This design comes from an exercise in tuning for small area on the open sky130 flow, not from production work.
Only simulation tests tie the RTL to the original design; equivalence was not proved.
The clock port is modelled as an ideal driver, which makes a skipped or thinned clock tree look cheaper than it is; a real chip needs a root buffer or a tree.
No activity file was given, so power comes from the tool's default toggle rates.

==> flow/design.v <==
`timescale 1ns / 1ps
module vending_machine(
    input CLK,
    input RESET,
    input RELOAD,
    input CARD_IN,
    input [3:0] ITEM_CODE,
    input KEY_PRESS,
    input VALID_TRAN,
    input DOOR_OPEN,
    output VEND,
    output INVALID_SEL,
    output [2:0] COST,
    output FAILED_TRAN
    );
	localparam RST = 4'd0, IDLE = 4'd1, RELOADING = 4'd2, AD0 = 4'd3, AD1 = 4'd4,
	           WT0 = 4'd5, WT1 = 4'd6, CV = 4'd7, INV = 4'd8, AV = 4'd9, WTR = 4'd10,
	           TF = 4'd11, VS = 4'd12, WV = 4'd13, OD = 4'd14;
	reg [3:0] S, NS;
	reg tstart;
	reg [1:0] tc;
	reg cnt;
	reg h;
	reg [3:0] dd;
	reg ld1, ld2;
	reg [6:0] pr [0:9];
	wire valid = ~(dd[3] & (dd[2] | dd[1]));
	reg [9:0] sel;
	reg [6:0] cur;
	integer j;
	always @(*) begin
		cur = 7'd0;
		for (j = 0; j < 10; j = j + 1) begin
			sel[j] = (dd == j);
			cur = cur | (pr[j] & {7{sel[j]}});
		end
	end
	wire nz = h ? (cur >= 7'd11) : (cur % 7'd11 != 7'd0);
	wire t2 = (tc == 2'd2);
	always @(*) begin
		NS = S; cnt = 1'b0; ld1 = 1'b0; ld2 = 1'b0;
		case (S)
			RST: NS = IDLE;
			IDLE: NS = RELOAD ? RELOADING : CARD_IN ? AD0 : IDLE;
			RELOADING: NS = IDLE;
			AD0: begin
				cnt = 1'b1;
				if (KEY_PRESS) begin ld1 = 1'b1; NS = AD1; end
				else NS = WT0;
			end
			AD1: begin
				if (KEY_PRESS) begin ld2 = 1'b1; NS = CV; end
				else begin NS = WT1; cnt = 1'b1; end
			end
			WT0: begin
				if (t2) NS = INV;
				else if (KEY_PRESS) begin ld1 = 1'b1; NS = AD1; end
				else cnt = 1'b1;
			end
			WT1: begin
				if (t2) NS = INV;
				else if (KEY_PRESS) begin ld2 = 1'b1; NS = CV; end
				else cnt = 1'b1;
			end
			CV: NS = (valid && nz) ? AV : INV;
			INV: NS = IDLE;
			AV: begin
				if (VALID_TRAN) NS = VS;
				else begin NS = WTR; cnt = 1'b1; end
			end
			WTR: begin
				if (t2) NS = TF;
				else if (VALID_TRAN) NS = VS;
				else cnt = 1'b1;
			end
			TF: NS = IDLE;
			VS: begin
				if (DOOR_OPEN) NS = OD;
				else begin NS = WV; cnt = 1'b1; end
			end
			WV: begin
				if (t2) NS = IDLE;
				else if (DOOR_OPEN) NS = OD;
				else cnt = 1'b1;
			end
			OD: NS = DOOR_OPEN ? OD : IDLE;
			default: NS = IDLE;
		endcase
	end
	always @(posedge CLK) begin
		if (RESET) begin
			S <= RST; tstart <= 1'b0; tc <= 2'd0;
		end else begin
			S <= NS;
			tstart <= (S == AD0 || S == AD1 || S == AV || S == VS) && !tstart;
			if (tstart) tc <= 2'd0;
			else if (cnt) tc <= tc + 2'd1;
		end
	end
	always @(posedge CLK) begin
		if (ld1) begin
			h <= ITEM_CODE[0];
			dd <= {4{|ITEM_CODE[3:1]}};
		end else if (ld2)
			dd <= dd | ITEM_CODE;
	end
	wire st_rst = (S == RST), st_rel = (S == RELOADING), st_vs = (S == VS);
	wire [6:0] bus = st_rst ? 7'd0 : st_rel ? 7'd120 : cur - (h ? 7'd11 : 7'd1);
	integer i;
	always @(posedge CLK) begin
		for (i = 0; i < 10; i = i + 1)
			if (st_rst || st_rel || (st_vs && sel[i])) pr[i] <= bus;
	end
	wire active = (S == AV) || (S == WTR) || (S == TF) || (S == VS) || (S == WV) || (S == OD);
	assign VEND = (S == VS) || (S == WV) || (S == OD);
	assign INVALID_SEL = (S == INV);
	assign FAILED_TRAN = (S == TF);
	reg [2:0] cls;
	always @(*) begin
		case ({h, dd})
			5'h00, 5'h01, 5'h02, 5'h03: cls = 3'd1;
			5'h04, 5'h05, 5'h06, 5'h07: cls = 3'd2;
			5'h08, 5'h09, 5'h10, 5'h11: cls = 3'd3;
			5'h12, 5'h13, 5'h14, 5'h15: cls = 3'd4;
			5'h16, 5'h17: cls = 3'd5;
			default: cls = 3'd6;
		endcase
	end
	assign COST = active ? cls : 3'd0;
endmodule
Settings: LEC_CHECK=0, CAP_MARGIN=20, CORE_MARGIN=2, CORE_UTILIZATION=40, SLEW_MARGIN=20; clock period 10.0 ns.
standard.sh (not shown) runs the stock make flow with config.mk's settings and CLKGATE_MAP_FILE= SYNTH_SCRIPT=/design/flow/synth_recipe.tcl, a recipe that flattens the netlist after the stock synthesis.
==> flow/flow/run.sh <==
#!/bin/bash
# Layout flow: the standard ORFS flow, except that the combinational logic
# is mapped with area-oriented ABC scripts (flow/area*.abc, run by
# flow/synth.tcl, which keeps the smallest result and is otherwise
# synth_recipe.tcl), adders are
# left to ABC, ports are buffered with buf_1 and the clock tree uses small
# buffers (flow/cts_hook.tcl). Each tool's output goes to the ORFS logs under orfs/logs and to
# make.log in this folder.
set -euo pipefail
W=$(pwd)
export MY_ABC_SCRIPTS="$W/flow/area1.abc $W/flow/area2.abc $W/flow/area3.abc $W/flow/area4.abc"
export CTS_NLEAF=5 CTS_LEAF_BUF=sky130_fd_sc_hd__clkbuf_8 CTS_ROOT_BUF=sky130_fd_sc_hd__clkbuf_2
ARGS=(
  -C "$FLOW_HOME"
  DESIGN_CONFIG="$FLOW_CONFIG"
  WORK_HOME="$W/orfs"
  CLKGATE_MAP_FILE=
  ADDER_MAP_FILE=
  SYNTH_SCRIPT="$W/flow/synth.tcl"
  CAP_MARGIN=0 SLEW_MARGIN=0 CORE_MARGIN=2
  CORE_UTILIZATION=65 PLACE_DENSITY=0.75
  BUFFER_PORTS_ARGS="-buffer_cell sky130_fd_sc_hd__buf_1"
  GPL_TIMING_DRIVEN=0
  PRE_CTS_TCL="$W/flow/cts_hook.tcl"
)
make "${ARGS[@]}" finish > "$W/make.log" 2>&1
R=$W/orfs/results/$FLOW_PLATFORM/vending_machine/base
: # left out here: write the final layout as DEF
==> flow/flow/area1.abc <==
strash
&get -n
&deepsyn -T 60 -S 1
&dch
&nf -R 1000
&put
topo
==> flow/flow/area2.abc <==
strash
&get -n
&deepsyn -T 60 -S 2
&dch
&nf -R 1000
&put
topo
==> flow/flow/area3.abc <==
strash
&get -n
&deepsyn -T 60 -S 3
&dch
&nf -R 1000
&put
topo
==> flow/flow/area4.abc <==
strash
&get -n
&deepsyn -T 60 -S 4
&dch
&nf -R 1000
&put
topo
==> flow/flow/synth.tcl <==
proc synth {args} { yosys synth -nofsm -noshare {*}$args }
# Map the combinational logic with each ABC script in MY_ABC_SCRIPTS and keep
# the smallest result. Everything else is synth_recipe.tcl unchanged.
proc abc {args} {
  set i [lsearch -exact $args -script]
  if { $i < 0 || ![info exists ::env(MY_ABC_SCRIPTS)] } {
    yosys abc {*}$args
    return
  }
  yosys design -save pre_abc
  set besta 1e18
  foreach scr $::env(MY_ABC_SCRIPTS) {
    yosys design -load pre_abc
    yosys abc {*}[lreplace $args [expr {$i + 1}] [expr {$i + 1}] $scr]
    set st [tee -q -s result.string stat {*}$::lib_args]
    if { ![regexp {Chip area for module[^:]*:\s*([0-9.]+)} $st -> area] } { error "no area for $scr" }
    puts "ABC script $scr: area $area"
    if { $area < $besta } {
      set besta $area
      yosys design -save best_abc
    }
  }
  puts "ABC best area $besta"
  yosys design -load best_abc
}
source $::env(SCRIPTS_DIR)/synth.tcl
# left out here: clear keep_hierarchy, flatten, clean up, hide names made inside functions, write 1_2_yosys.v
Other scripts of this flow, unchanged in this note and not shown: flow/flow/cts_hook.tcl
Next try:
==> flow/flow/run.sh (replaced) <==
#!/bin/bash
# Layout flow: the standard ORFS flow, except that the combinational logic
# is mapped with an area-oriented ABC script (flow/area.abc, loaded by
# flow/synth.tcl, which is synth_recipe.tcl with that one change), adders are
# left to ABC, ports are buffered with buf_1 and the clock tree uses small
# buffers (flow/cts_hook.tcl). Each tool's output goes to the ORFS logs under orfs/logs and to
# make.log in this folder.
set -euo pipefail
W=$(pwd)
export MY_ABC_SCRIPT=$W/flow/area.abc
export CTS_NLEAF=5 CTS_LEAF_BUF=sky130_fd_sc_hd__clkbuf_8 CTS_ROOT_BUF=sky130_fd_sc_hd__clkbuf_2
ARGS=(
  -C "$FLOW_HOME"
  DESIGN_CONFIG="$FLOW_CONFIG"
  WORK_HOME="$W/orfs"
  CLKGATE_MAP_FILE=
  ADDER_MAP_FILE=
  SYNTH_SCRIPT="$W/flow/synth.tcl"
  CAP_MARGIN=20 SLEW_MARGIN=20 CORE_MARGIN=2
  CORE_UTILIZATION=65 PLACE_DENSITY=0.75
  BUFFER_PORTS_ARGS="-buffer_cell sky130_fd_sc_hd__buf_1"
  GPL_TIMING_DRIVEN=0
  PRE_CTS_TCL="$W/flow/cts_hook.tcl"
)
make "${ARGS[@]}" finish > "$W/make.log" 2>&1
R=$W/orfs/results/$FLOW_PLATFORM/vending_machine/base
: # left out here: write the final layout as DEF
==> flow/flow/area.abc (new file) <==
strash
&get -n
&deepsyn -T 30
&put
dch
map -a
topo
==> flow/flow/synth.tcl (replaced) <==
proc synth {args} { yosys synth -nofsm -noshare {*}$args }
proc abc {args} {
  set i [lsearch -exact $args -script]
  if { $i >= 0 && [info exists ::env(MY_ABC_SCRIPT)] } {
    set args [lreplace $args [expr {$i + 1}] [expr {$i + 1}] $::env(MY_ABC_SCRIPT)]
  }
  yosys abc {*}$args
}
source $::env(SCRIPTS_DIR)/synth.tcl
# left out here: clear keep_hierarchy, flatten, clean up, hide names made inside functions, write 1_2_yosys.v
removed: flow/flow/area1.abc
removed: flow/flow/area2.abc
removed: flow/flow/area3.abc
removed: flow/flow/area4.abc
Utilization falls by 1.2 points.
Cell area rose by 3.4%.
Routed wire length is higher by 17%.
Worst setup slack degrades by 0.52 ns.
Clock power is higher by about 5%.
Sequential cell count does not change.
Synthesized cell count is higher by 18%.
Die area increases by 2.8%.
Via count climbs by 8.2%.
Next try:
--- a/flow/flow/run.sh
+++ b/flow/flow/run.sh
@@ -1,6 +1,7 @@
 #!/bin/bash
 # Layout flow: the standard ORFS flow, except that the combinational logic
-# is mapped with an area-oriented ABC script (flow/area.abc, loaded by
-# flow/synth.tcl, which is synth_recipe.tcl with that one change), adders are
+# is mapped with area-oriented ABC scripts (flow/area*.abc, run by
+# flow/synth.tcl, which keeps the smallest result and is otherwise
+# synth_recipe.tcl), adders are
 # left to ABC, ports are buffered with buf_1 and the clock tree uses small
 # buffers (flow/cts_hook.tcl). Each tool's output goes to the ORFS logs under orfs/logs and to
@@ -8,5 +9,5 @@
 set -euo pipefail
 W=$(pwd)
-export MY_ABC_SCRIPT=$W/flow/area.abc
+export MY_ABC_SCRIPTS="$W/flow/area1.abc $W/flow/area2.abc $W/flow/area3.abc $W/flow/area4.abc"
 export CTS_NLEAF=5 CTS_LEAF_BUF=sky130_fd_sc_hd__clkbuf_8 CTS_ROOT_BUF=sky130_fd_sc_hd__clkbuf_2
 ARGS=(
==> flow/flow/area1.abc (new file) <==
strash
&get -n
&deepsyn -T 60 -S 1
&dch
&nf -R 1000
&put
topo
==> flow/flow/area2.abc (new file) <==
strash
&get -n
&deepsyn -T 60 -S 2
&dch
&nf -R 1000
&put
topo
==> flow/flow/area3.abc (new file) <==
strash
&get -n
&deepsyn -T 60 -S 3
&dch
&nf -R 1000
&put
topo
==> flow/flow/area4.abc (new file) <==
strash
&get -n
&deepsyn -T 60 -S 4
&dch
&nf -R 1000
&put
topo
==> flow/flow/synth.tcl (replaced) <==
proc synth {args} { yosys synth -nofsm -noshare {*}$args }
# Map the combinational logic with each ABC script in MY_ABC_SCRIPTS and keep
# the smallest result. Everything else is synth_recipe.tcl unchanged.
proc abc {args} {
  set i [lsearch -exact $args -script]
  if { $i < 0 || ![info exists ::env(MY_ABC_SCRIPTS)] } {
    yosys abc {*}$args
    return
  }
  yosys design -save pre_abc
  set besta 1e18
  foreach scr $::env(MY_ABC_SCRIPTS) {
    yosys design -load pre_abc
    yosys abc {*}[lreplace $args [expr {$i + 1}] [expr {$i + 1}] $scr]
    set st [tee -q -s result.string stat {*}$::lib_args]
    if { ![regexp {Chip area for module[^:]*:\s*([0-9.]+)} $st -> area] } { error "no area for $scr" }
    puts "ABC script $scr: area $area"
    if { $area < $besta } {
      set besta $area
      yosys design -save best_abc
    }
  }
  puts "ABC best area $besta"
  yosys design -load best_abc
}
source $::env(SCRIPTS_DIR)/synth.tcl
# left out here: clear keep_hierarchy, flatten, clean up, hide names made inside functions, write 1_2_yosys.v
removed: flow/flow/area.abc
Outcome:
- cell count drops by 12%
- die area is lower by 2.8%
- setup slack is better by 0.34 ns
- final area came out lower by 2.6%
- wire length drops by 13%
- power climbs by 82%
- hold slack gets worse by 0.078 ns
Next try:
==> flow/flow/run.sh (replaced) <==
#!/bin/bash
# Layout flow: the standard ORFS flow, except that
# - the combinational logic is mapped with area-oriented ABC scripts
#   (flow/area*.abc, run by flow/synth.tcl, which keeps the smallest result
#   and is otherwise synth_recipe.tcl), and adders are left to ABC;
# - ports are buffered with buf_1 and resizing aims at the library limits;
# - the clock tree is built by flow/cts_hook.tcl: one clkbuf_2 root and five
#   clkbuf_8 leaves over k-means clusters of the flip-flops.
# Each tool's output goes to the ORFS logs under orfs/logs and to make.log
# and write_def.log in this folder.
set -euo pipefail
W=$(pwd)
export MY_ABC_SCRIPTS="$W/flow/area1.abc $W/flow/area2.abc $W/flow/area3.abc $W/flow/area4.abc"
export CTS_NLEAF=5 CTS_LEAF_BUF=sky130_fd_sc_hd__clkbuf_8 CTS_ROOT_BUF=sky130_fd_sc_hd__clkbuf_2
ARGS=(
  -C "$FLOW_HOME"
  DESIGN_CONFIG="$FLOW_CONFIG"
  WORK_HOME="$W/orfs"
  CLKGATE_MAP_FILE=
  ADDER_MAP_FILE=
  SYNTH_SCRIPT="$W/flow/synth.tcl"
  CAP_MARGIN=0 SLEW_MARGIN=0 CORE_MARGIN=2
  CORE_UTILIZATION=65 PLACE_DENSITY=0.75
  BUFFER_PORTS_ARGS="-buffer_cell sky130_fd_sc_hd__buf_1"
  GPL_TIMING_DRIVEN=0
  PRE_CTS_TCL="$W/flow/cts_hook.tcl"
)
make "${ARGS[@]}" finish > "$W/make.log" 2>&1
R=$W/orfs/results/$FLOW_PLATFORM/vending_machine/base
: # left out here: write the final layout as DEF
==> flow/flow/area1.abc (replaced) <==
strash
&get -n
&deepsyn -J 500 -T 240 -S 3
&dch
&nf -R 1000 -C 32 -F 8 -A 4
&put
topo
==> flow/flow/area2.abc (replaced) <==
strash
&get -n
&deepsyn -J 500 -T 240 -S 6
&dch
&nf -R 1000 -C 32 -F 8 -A 4
&put
topo
==> flow/flow/area3.abc (replaced) <==
strash
&get -n
&deepsyn -J 500 -T 240 -S 4
&dch
&nf -R 1000 -C 32 -F 8 -A 4
&put
topo
==> flow/flow/area4.abc (replaced) <==
strash
&get -n
&deepsyn -J 500 -T 240 -S 7
&dch
&nf -R 1000 -C 32 -F 8 -A 4
&put
topo
=>
- clock power hardly moves
- worst hold slack barely changes
- global-route usage went up by 2.8 points
- core utilization came out higher by 0.49 points
- via count went up by about 0.4%
- die area went down by 0.44%
- first-iteration DRC count goes up by 16%
- cell area barely changes
- cell count came out lower by 2.5%
- critical path depth rose by 1
- sequential share of layout area stays flat
In every run of this note, the design's own scripts or RTL, not TritonCTS, make the clock network.

separate check: timing with driven ports:
Ports are ideal in the flow. The routed layouts listed here were re-timed in OpenROAD. Step 1 (the two cells are an assumption about what drives the block):
set clk [get_ports {CLK}]
set_driving_cell -lib_cell sky130_fd_sc_hd__clkbuf_16 $clk
set_driving_cell -lib_cell sky130_fd_sc_hd__buf_2 [delete_from_list [all_inputs] $clk]
Step 2 also shifts input and output timing later by t, the mid clock arrival at the registers, as if the neighbouring blocks saw the same clock. Three values: ideal, step 1, step 2; two values: the first two.
run	shift t [ns]	slack for setup (ns)	hold slack, ns	worst setup path at the end
the first run	0.474	5.675 / 5.675 / 5.675	0.435 / 0.435 / 0.435	register to register
the second run	0.516	5.154 / 5.154 / 5.154	0.508 / 0.508 / 0.508	register to register
the third run	0.459	5.495 / 5.495 / 5.495	0.430 / 0.430 / 0.430	register to register
the fourth run	0.478	5.151 / 5.151 / 5.151	0.430 / 0.430 / 0.430	register to register
After both steps every run listed still meets setup and hold.
